Context: an optimization exercise on an open-source flow, tuned for small area, a short achievable clock period and few clock cycles per item. The choices shown serve that exercise and are no tape-out recipe.
The RTL was checked by simulation tests, not by an equivalence proof against the original design.

==> design.v <==
module DW_sqrt (a, root);
parameter width   = 20;
parameter tc_mode = 0;
input  [width-1:0]       a;
output [(width+1)/2-1:0] root;
localparam RW = (width + 1) / 2;
reg [RW-1:0]  r;
reg [2*RW-1:0] rem;
reg [2*RW-1:0] trial;
reg [2*RW-1:0] aa;
integer k;
always @(*) begin
    aa  = a;
    r   = {RW{1'b0}};
    rem = {2*RW{1'b0}};
    for (k = RW - 1; k >= 0; k = k - 1) begin
        rem   = {rem[2*RW-3:0], aa[2*k+1], aa[2*k]};
        trial = {{RW{1'b0}}, r} << 2 | {{2*RW-1{1'b0}}, 1'b1};
        if (rem >= trial) begin
            rem = rem - trial;
            r   = {r[RW-2:0], 1'b1};
        end else begin
            r   = {r[RW-2:0], 1'b0};
        end
    end
end
assign root = r;
endmodule
module geofence (clk, reset, X, Y, R, valid, is_inside);
input clk;
input reset;
input [9:0] X;
input [9:0] Y;
input [10:0] R;
output reg valid;
output is_inside;
parameter ST_INIT   = 3'b000,
          ST_READ   = 3'b001,
          ST_SORT   = 3'b010,
          ST_FAREA  = 3'b011,
          ST_CALSIDE= 3'b100,
          ST_OAREA  = 3'b101,
          ST_OUTPUT = 3'b110;
reg [2:0] curr_state, next_state;
reg signed [10:0] x_in [0:6];
reg signed [10:0] y_in [0:6];
reg [10:0] r_in [0:6];
reg [3:0] counter;               
reg [2:0] s_idx;
reg [2:0] o_idx;
reg [9:0] sidelen [0:6];
reg signed [10:0] x_vec [0:4];    
reg signed [10:0] y_vec [0:4];
wire signed [20:0] mul_out1;       
wire signed [20:0] mul_out2;       
reg signed [11:0] mul1, mul2, mul3, mul4;
reg signed [24:0] fence_area;
reg [24:0]  obj_area;
reg [19:0] sqrt_in;
wire [9:0] sqrt_out;
reg [10:0] temp1, temp2;
reg sort, read;
reg [11:0] s;            
wire sort_done;
assign mul_out1 = mul1 * mul2;
assign mul_out2 = mul3 * mul4;
assign sort_done = (s_idx == 3'h4);
assign is_inside = ((fence_area >> 1) >= obj_area);
DW_sqrt #(20,0) Sqrt(.a(sqrt_in), .root(sqrt_out));
always @(*) begin
    case (curr_state)
        ST_INIT: next_state = (!reset) ? ST_READ : ST_INIT;
        ST_READ: next_state = (counter == 4'h5) ? ST_SORT : ST_READ;
        ST_SORT: next_state = (sort_done) ? ST_FAREA : ST_SORT;
        ST_FAREA: next_state = (counter == 4'h5) ? ST_CALSIDE : ST_FAREA;
        ST_CALSIDE: next_state = (counter == 4'h5) ? ST_OAREA : ST_CALSIDE;
        ST_OAREA: next_state = (counter == 4'h6) ? ST_OUTPUT : ST_OAREA;
        ST_OUTPUT: next_state = ST_READ;
        default: next_state = ST_INIT;
    endcase
end
always @(posedge clk or posedge reset) begin
    if (reset)
        curr_state  <= ST_INIT;
    else
        curr_state  <= next_state;
end
always @(*) begin
    case(curr_state)
        ST_INIT: begin
            valid = 1'b0; sort = 1'b0;
            read = (!reset) ? 1'b1 : 1'b0;
        end
        ST_READ: begin
            read = 1'b1; valid = 1'b0; sort = 1'b0;
        end
        ST_SORT: begin
            read = 1'b0; valid = 1'b0; sort = 1'b1;
        end
        ST_FAREA: begin
            read = 1'b0; valid = 1'b0; sort = 1'b0;
        end
        ST_CALSIDE: begin
            read = 1'b0; valid = 1'b0; sort = 1'b0;
        end
        ST_OAREA: begin
            read = 1'b0; valid = 1'b0; sort = 1'b0;
        end
        ST_OUTPUT: begin
            read = 1'b0; valid = 1'b1; sort = 1'b0;
        end
        default: begin
            read = 1'b0; valid = 1'b0; sort = 1'b0;
        end
    endcase
end
always @(posedge clk or posedge reset) begin
    if (reset) begin
        counter     <= 4'h0;
        o_idx       <= 0;
    end
    else begin
        case (curr_state)
            ST_INIT: begin
                counter     <= (reset) ? 4'h0 : counter + 4'b1;
            end
            ST_READ: begin
                counter     <= counter + 4'b1;
            end
            ST_SORT: begin
                counter     <= 4'h0;
            end
            ST_FAREA: begin
                counter     <= (counter == 4'h5) ? 4'h0 : (counter + 4'b1);
            end
            ST_CALSIDE: begin
                counter     <= (counter == 4'h5) ? 4'h0 : (counter + 4'b1);
            end
            ST_OAREA: begin
                counter     <= (o_idx == 3'h3) ? (counter + 4'b1) : counter;
                o_idx       <= (o_idx == 3'h3) ? 3'b0 : (o_idx + 3'b1);
            end
            ST_OUTPUT: begin
                counter     <= 4'h0;
                o_idx       <= 3'h0;
            end
        endcase
    end
end
always @(posedge clk) begin
    if (read)begin
        x_in[counter]   <= X;
        y_in[counter]   <= Y;
        r_in[counter]   <= R;
    end
    else if (sort) begin
        x_in[6]     <= x_in[0];
        y_in[6]     <= y_in[0];
        r_in[6]     <= r_in[0];
        if (mul_out1 < mul_out2 ) begin
            s_idx                  <= 3'b0;
            x_in[s_idx + 3'h1]     <= x_in[s_idx + 3'h2];
            y_in[s_idx + 3'h1]     <= y_in[s_idx + 3'h2];
            r_in[s_idx + 3'h1]     <= r_in[s_idx + 3'h2];
            x_in[s_idx + 3'h2]     <= x_in[s_idx + 3'h1];
            y_in[s_idx + 3'h2]     <= y_in[s_idx + 3'h1];
            r_in[s_idx + 3'h2]     <= r_in[s_idx + 3'h1];
        end
        else begin
            s_idx   <= s_idx + 3'b1;
        end
    end
    else begin
        s_idx   <= 3'b0;
    end
end
always @(posedge clk)begin
    case(curr_state)
        ST_READ: begin
            fence_area  <= 0;
            obj_area    <= 0;
        end
        ST_FAREA: begin
            fence_area  <= fence_area + (mul_out1 - mul_out2);    
        end
        ST_CALSIDE: begin
            sidelen[counter]    <= sqrt_out;
            sidelen[6]          <= sidelen[0];
        end
        ST_OAREA: begin
            case (o_idx) 
                3'h0: begin
                    temp1   <= sqrt_out;
                end
                3'h1: begin
                    temp2   <= sqrt_out;
                end
                3'h2: begin
                    obj_area    <= obj_area + mul_out1;
                end
            endcase
        end
    endcase
end
always @(*) begin
    case (curr_state)
        ST_SORT: begin
           case(s_idx)
               3'h0: begin
                   mul1 = x_vec[0]; mul2 = y_vec[1];
                   mul3 = x_vec[1]; mul4 = y_vec[0];
               end
               3'h1: begin
                   mul1 = x_vec[1]; mul2 = y_vec[2];
                   mul3 = x_vec[2]; mul4 = y_vec[1];
               end
               3'h2: begin
                   mul1 = x_vec[2]; mul2 = y_vec[3];
                   mul3 = x_vec[3]; mul4 = y_vec[2];
               end
               3'h3: begin
                   mul1 = x_vec[3]; mul2 = y_vec[4];
                   mul3 = x_vec[4]; mul4 = y_vec[3];
               end
               default: begin
                   mul1 = 0; mul2 = 0; mul3 = 0; mul4 = 0;
               end
           endcase
        end
        ST_FAREA: begin
           case(counter)
               4'h0: begin
                   mul1 = x_in[0]; mul2 = y_in[1];
                   mul3 = x_in[1]; mul4 = y_in[0];
               end
               4'h1: begin
                   mul1 = x_in[1]; mul2 = y_in[2];
                   mul3 = x_in[2]; mul4 = y_in[1];
               end
               4'h2: begin
                   mul1 = x_in[2]; mul2 = y_in[3];
                   mul3 = x_in[3]; mul4 = y_in[2];
               end
               4'h3: begin
                   mul1 = x_in[3]; mul2 = y_in[4];
                   mul3 = x_in[4]; mul4 = y_in[3];
               end
               4'h4: begin
                   mul1 = x_in[4]; mul2 = y_in[5];
                   mul3 = x_in[5]; mul4 = y_in[4];
               end
               4'h5: begin
                   mul1 = x_in[5]; mul2 = y_in[0];
                   mul3 = x_in[0]; mul4 = y_in[5];
               end
               default: begin
                   mul1 = 0; mul2 = 0; mul3 = 0; mul4 = 0;
               end
           endcase
        end
        ST_CALSIDE: begin
            case (counter)
                4'h0: begin
                    mul1 = (x_in[0] - x_in[1]); mul2 = (x_in[0] - x_in[1]);
                    mul3 = (y_in[0] - y_in[1]); mul4 = (y_in[0] - y_in[1]);
                end
                4'h1: begin
                    mul1 = (x_in[1] - x_in[2]); mul2 = (x_in[1] - x_in[2]);
                    mul3 = (y_in[1] - y_in[2]); mul4 = (y_in[1] - y_in[2]);
                end
                4'h2: begin
                    mul1 = (x_in[2] - x_in[3]); mul2 = (x_in[2] - x_in[3]);
                    mul3 = (y_in[2] - y_in[3]); mul4 = (y_in[2] - y_in[3]);
                end
                4'h3: begin
                    mul1 = (x_in[3] - x_in[4]); mul2 = (x_in[3] - x_in[4]);
                    mul3 = (y_in[3] - y_in[4]); mul4 = (y_in[3] - y_in[4]);
                end
                4'h4: begin
                    mul1 = (x_in[4] - x_in[5]); mul2 = (x_in[4] - x_in[5]);
                    mul3 = (y_in[4] - y_in[5]); mul4 = (y_in[4] - y_in[5]);
                end
                4'h5: begin
                    mul1 = (x_in[5] - x_in[0]); mul2 = (x_in[5] - x_in[0]);
                    mul3 = (y_in[5] - y_in[0]); mul4 = (y_in[5] - y_in[0]);
                end
                default: begin
                    mul1 = 0; mul2 = 0; mul3 = 0; mul4 = 0;
                end
            endcase
        end
        ST_OAREA: begin
            case (o_idx)
                3'h0: begin
                    mul1 = s;
                    mul2 = (s > sidelen[counter]) ? (s - sidelen[counter]) : (sidelen[counter] - s);
                    mul3 = 0; mul4 = 0;
                end
                3'h1: begin
                    mul1 = 0; mul2 = 0;
                    mul3 = (s > r_in[counter]) ? (s - r_in[counter]) : (r_in[counter] - s);
                    mul4 = (s > r_in[counter + 1]) ? (s - r_in[counter + 1]) : (r_in[counter + 1] - s);
                end
                3'h2: begin
                    mul1 = temp1;
                    mul2 = temp2;
                    mul3 = 0; mul4 = 0;
                end
                default: begin
                    mul1 = 0; mul2 = 0; mul3 = 0; mul4 = 0;
                end
            endcase
        end
        default: begin
            mul1 = 0; mul2 = 0; mul3 = 0; mul4 = 0;
        end
    endcase
end
always@(*) begin
    case (counter)
        4'h0: s = (sidelen[0] + r_in[0] + r_in[1]) >> 1;
        4'h1: s = (sidelen[1] + r_in[1] + r_in[2]) >> 1;
        4'h2: s = (sidelen[2] + r_in[2] + r_in[3]) >> 1;
        4'h3: s = (sidelen[3] + r_in[3] + r_in[4]) >> 1;
        4'h4: s = (sidelen[4] + r_in[4] + r_in[5]) >> 1;
        4'h5: s = (sidelen[5] + r_in[5] + r_in[0]) >> 1;
        default: s = 0;
    endcase
end
always @(*) begin
    case (curr_state)
        ST_CALSIDE: begin
            sqrt_in = mul_out1[19:0] + mul_out2[19:0];
        end
        ST_OAREA: begin
            case (o_idx)
                3'h0: sqrt_in = mul_out1[19:0];
                3'h1: sqrt_in = mul_out2[19:0];
                default: sqrt_in = 20'b0;
            endcase
        end
        default: 
            sqrt_in = 20'b0;
    endcase
end
always @(*) begin
    x_vec[0] = x_in[1] - x_in[0]; y_vec[0] = y_in[1] - y_in[0];
    x_vec[1] = x_in[2] - x_in[0]; y_vec[1] = y_in[2] - y_in[0];
    x_vec[2] = x_in[3] - x_in[0]; y_vec[2] = y_in[3] - y_in[0];
    x_vec[3] = x_in[4] - x_in[0]; y_vec[3] = y_in[4] - y_in[0];
    x_vec[4] = x_in[5] - x_in[0]; y_vec[4] = y_in[5] - y_in[0];
end
endmodule    
==> constraint.sdc <==
create_clock -name core_clock -period 32.0 [get_ports {clk}]
set_input_delay 6.4000 -clock core_clock [delete_from_list [all_inputs] [get_ports {clk}]]
set_output_delay 6.4000 -clock core_clock [all_outputs]
set_load 0.01 [all_outputs]
==> run.sh <==
#!/bin/bash
# synth_recipe.tcl (not shown) runs the flow's synth.tcl, then flattens the netlist and writes it again
# the make line also repeats each setting of config.mk as NAME=value (left out here)
make -C /OpenROAD-flow-scripts/flow DESIGN_CONFIG=/design/flow/config.mk WORK_HOME=/design/flow/orfs CLKGATE_MAP_FILE= SYNTH_SCRIPT=/design/flow/synth_recipe.tcl finish
==> config.mk <==
export PLATFORM = sky130hd
export DESIGN_NAME = geofence
export DESIGN_NICKNAME = geofence
export VERILOG_FILES = /design/flow/design.v
export SDC_FILE = /design/flow/constraint.sdc
export NUM_CORES = 4
export LEC_CHECK = 0
export CAP_MARGIN = 40
export CORE_MARGIN = 2
export CORE_UTILIZATION = 40
export SLEW_MARGIN = 40
==> out/results.tsv <==
stage	metric	value	unit
critical_path	Most common cell on crit path	ha_1	
synthesis	Synth warnings	4	
routing	drt drc	0	
critical_path	reg2reg path depth	153	
critical_path	Crit Path Category	reg -> reg	
floorplan	starting density of the core	40.33	%
layout	fin nets	8233	
cts	CTS Buf Count	55	
sta	Fmax	32.69	MHz
grt	first-pass GRT wire length	370400	um
placed_design	DP Area	67040	um^2
cts	hold_buf cts	0	
sta	Setup TNS Final	0	ns
layout	Finished Layout Cells	9321	
sta	Final setup viols	0	
hold_path	Hold WC Path Type	reg -> reg	
floorplan	full die area	160900	um^2
critical_path	Worst EP arrival	30.98	ns
grt	initial antenna violation count	9	
floorplan	die width	401.1	um
synthesis	syn avg cell area	8.769	um^2
critical_path	largest stage delay on the critical path	0.56	ns
synthesis	Post-synth top flop	edfxtp_1	
cts	latest clock arrival within the worst-skew pair	0.72	ns
synthesis	Yosys cell types	111	
critical_path	Crit Reg-Reg Endpoint	temp2[0]	
synthesis	Synth Cell Area	63070	um^2
synthesis	most frequent cell after synthesis	inv_1	
layout	Area Overhead vs Synth	10.52	%
critical_path	launching point of the worst reg2reg path	r_in[1][1]	
synthesis	dominant cells by area after synthesis	edfxtp_1 20%, ha_1 13%, fa_1 11%, inv_1 5.3%, mux4_2 4.2%	
sta	Max-slew headroom	37.93	%
layout	Layout Utilization	44.57	%
placed_design	I/O Buffers	34	
routing	Total Routed Length	249800	um
layout	layout cells sized above 1	11.57	%
critical_path	Critical Path Source	r_in[1][1]	
critical_path	CP Data Required Time	32.39	ns
cts	H-tree levels	2	
critical_path	Critical Path Sink Type	register	
cts	clock transition at the registers of the reported paths	0.06	ns
grt	grt peak-use layer	met2	
grt	met1 Usage GRT	40.75	%
placed_design	post-DP HPWL	187500	um
sta	actual slew at the worst max-slew pin	0.9275	ns
synthesis	post-synthesis sequential area ratio	20.25	%
critical_path	R2R Setup Slk	1.41	ns
sta	Final Slew Violations	0	
placed_design	RePlAce Congestion	0.9946	
sta	post-layout min period	30.59	ns
outcome	status	finished clean	
layout	design area	69710	um^2
routing	via/cell ratio	6.240	
synthesis	post-synthesis register bit count	427	
floorplan	CORE AREA	156400	um^2
cts	Clock Path Buffers	3	
cts	number of clock sinks	427	
cts	CTS tree	built	
synthesis	post-synth top area cell	edfxtp_1	
critical_path	crit path capture	temp2[0]	
layout	fillers	15245	
flow_run	max_cap viols	0	
grt	largest net degree at the start of global routing	67	
grt	total track usage	30.33	%
floorplan	die height	401.1	um
grt	vias in the first global route	57114	
synthesis	top-area cell type share of the netlist area	19.85	%
synthesis	FFs w/ async S/R, synth	2.342	%
grt	GR Util met3	5.628	%
synthesis	cell count after synthesis	7193	
grt	total gr overflow	0	
routing	1st-iter DRT viols	6662	
sta	final hold vios	0	
critical_path	worst-path maximum fanout	20	
sta	Max Clock Skew	0.08063	ns
cts	CTS Root Cell	clkbuf_16	
routing	Final ANT Viol Nets	0	
grt	GRT met2 Usage	48.23	%
synthesis	number of flops mapped to enable cells by yosys	417	
floorplan	# IOs	35	
sta	Final Cycle Share	95.59	%
synthesis	synth cell count leaders	884 x inv_1, 631 x ha_1, 451 x nand2_1	
routing	DR WL/cell	26.80	um
routing	drt pass-1 iters	9	
placed_design	dpl cells	9179	
routing	via count	58160	
floorplan	Placement Rows	145	
critical_path	CP Launch Type	register	
critical_path	critical path's slowest cell	or4_4	
-- cell type report --
type | count | area (um^2) | area share, %
multi-input combinational | 5510 | 46490 | 66.69
clock buffer | 65 | 1414 | 2.028
inverter | 896 | 3382 | 4.852
timing repair buffer | 325 | 2619 | 3.757
sequential | 427 | 12770 | 18.32
clock inverter | 37 | 449.2 | 0.6444
antenna | 3 | 7.507 | 0.01077
tap | 2058 | 2575 | 3.694
-- cells in the final DEF, fill, tap and decap left out, types with 55 or more instances in the layout --
cell type,netlist,routed
inv_1,884,875
ha_1,631,616
nand2_1,451,431
o21ai_0,439,425
a21oi_1,441,421
edfxtp_1,417,417
nor2_1,375,358
fa_1,354,354
o22ai_1,301,298
xnor2_1,277,275
nand2b_1,267,267
buf_4,4,259
o211ai_1,215,215
a21o_1,177,177
o21bai_1,173,171
xor2_1,146,145
mux4_2,118,118
mux2_2,102,102
nor3_1,112,99
mux2i_1,91,87
a22oi_1,80,80
o21ai_1,54,60
a221oi_1,65,59
nor2b_1,60,57
clkbuf_16,0,55
-- worst min-delay path by stage --
stage / start / end / slack (ns) / cells past startpoint
after floorplan: o_idx[0] / o_idx[0] / 0.50 / 2
after global placement: o_idx[2] / o_idx[2] / 0.52 / 2
after detailed placement: o_idx[2] / o_idx[2] / 0.52 / 2
after CTS: o_idx[2] / o_idx[2] / 0.53 / 2
after global routing: o_idx[2] / o_idx[2] / 0.57 / 2
final: o_idx[2] / o_idx[2] / 0.53 / 2
-- logic make-up (layout without fill, tap and decap cells) --
family | after synthesis | count (layout) | share of synthesized area (%)
other | 1 | 5 | 0.005945
DFF | 427 | 427 | 20.25
and+or+nand+nor | 1536 | 1538 | 11.88
xor gates and xnor gates | 424 | 424 | 5.900
adders and majority gates | 985 | 985 | 23.75
muxes | 312 | 312 | 7.500
buffers and inverters | 1259 | 1323 | 7.560
AOI/OAI and AO/OA | 2249 | 2249 | 23.15
-- state kept, by name, indices dropped and copies added, names as in the netlist --
signal      flops
counter         4
curr_state      3
fence_area     25
o_idx           3
obj_area       25
r_in           88
s_idx           3
sidelen        80
temp1          10
temp2          10
x_in           88
y_in           88
-- layer usage --
metal  share of wire [%]  vias up
met3                 9.6      589
met5               0.034        -
met4                 4.4       12
met2                  45     3095
met1                  41    28561
li1                    -    25903
-- what timing repair did --
| action | CTS | global route |
|---|---|---|
| pin swaps | 2 | 28 |
| buffers inserted | 5 | 27 |
| resized for setup | 7 | 103 |
| endpoints found under the setup margin | 10 | 20 |
| gates cloned | 0 | 2 |
-- per-stage QoR --
step,setup slack (ns),hold slack [ns]
floorplan,0.04673,0.5000
global placement,0.1412,0.5228
detailed placement,-0.4830,0.5212
CTS,0.003247,0.5306
global route,-0.1359,0.5717
finish,1.411,0.5345
-- critical path: cells and delay by family (launching register included) --
family / cells / cell delay [ns]
fa+ha+maj: 20 / 7.02
simple gates: 47 / 7.13
compound gates: 56 / 11.37
buf+inv: 23 / 2.68
mux: 5 / 1.29
xor+xnor: 2 / 0.32
flops: 1 / 0.39
Testbench counts, summed over its fixed seeds: cycles 23,145, objects 384.

[afterwards: timing with drivers on the ports]
The flow's constraints put no driver on any port. The routed layout listed below was extracted and timed again, unchanged, in two steps.
Step 1 sets driving cells, clkbuf_16 on the clock port and buf_2 on the other inputs (assumed; they add their load-dependent delay and slew).
Step 2 moves the port delays by t, midway between the first and last clock arrival at a register: inputs arrive t later, outputs are due t later. That takes back most of the time a late clock gives input paths.
Slacks: ideal / step 1 / step 2; pairs: ideal / step 1.
shift t [ns]: 0.760
setup slack, ns: 1.411 / 1.411 / 1.411
worst setup path at the end: register to register
After both steps this run still meets setup and hold. The setup slack of this run moves by 0.000 ns with the drivers and by 0.000 ns with both steps.
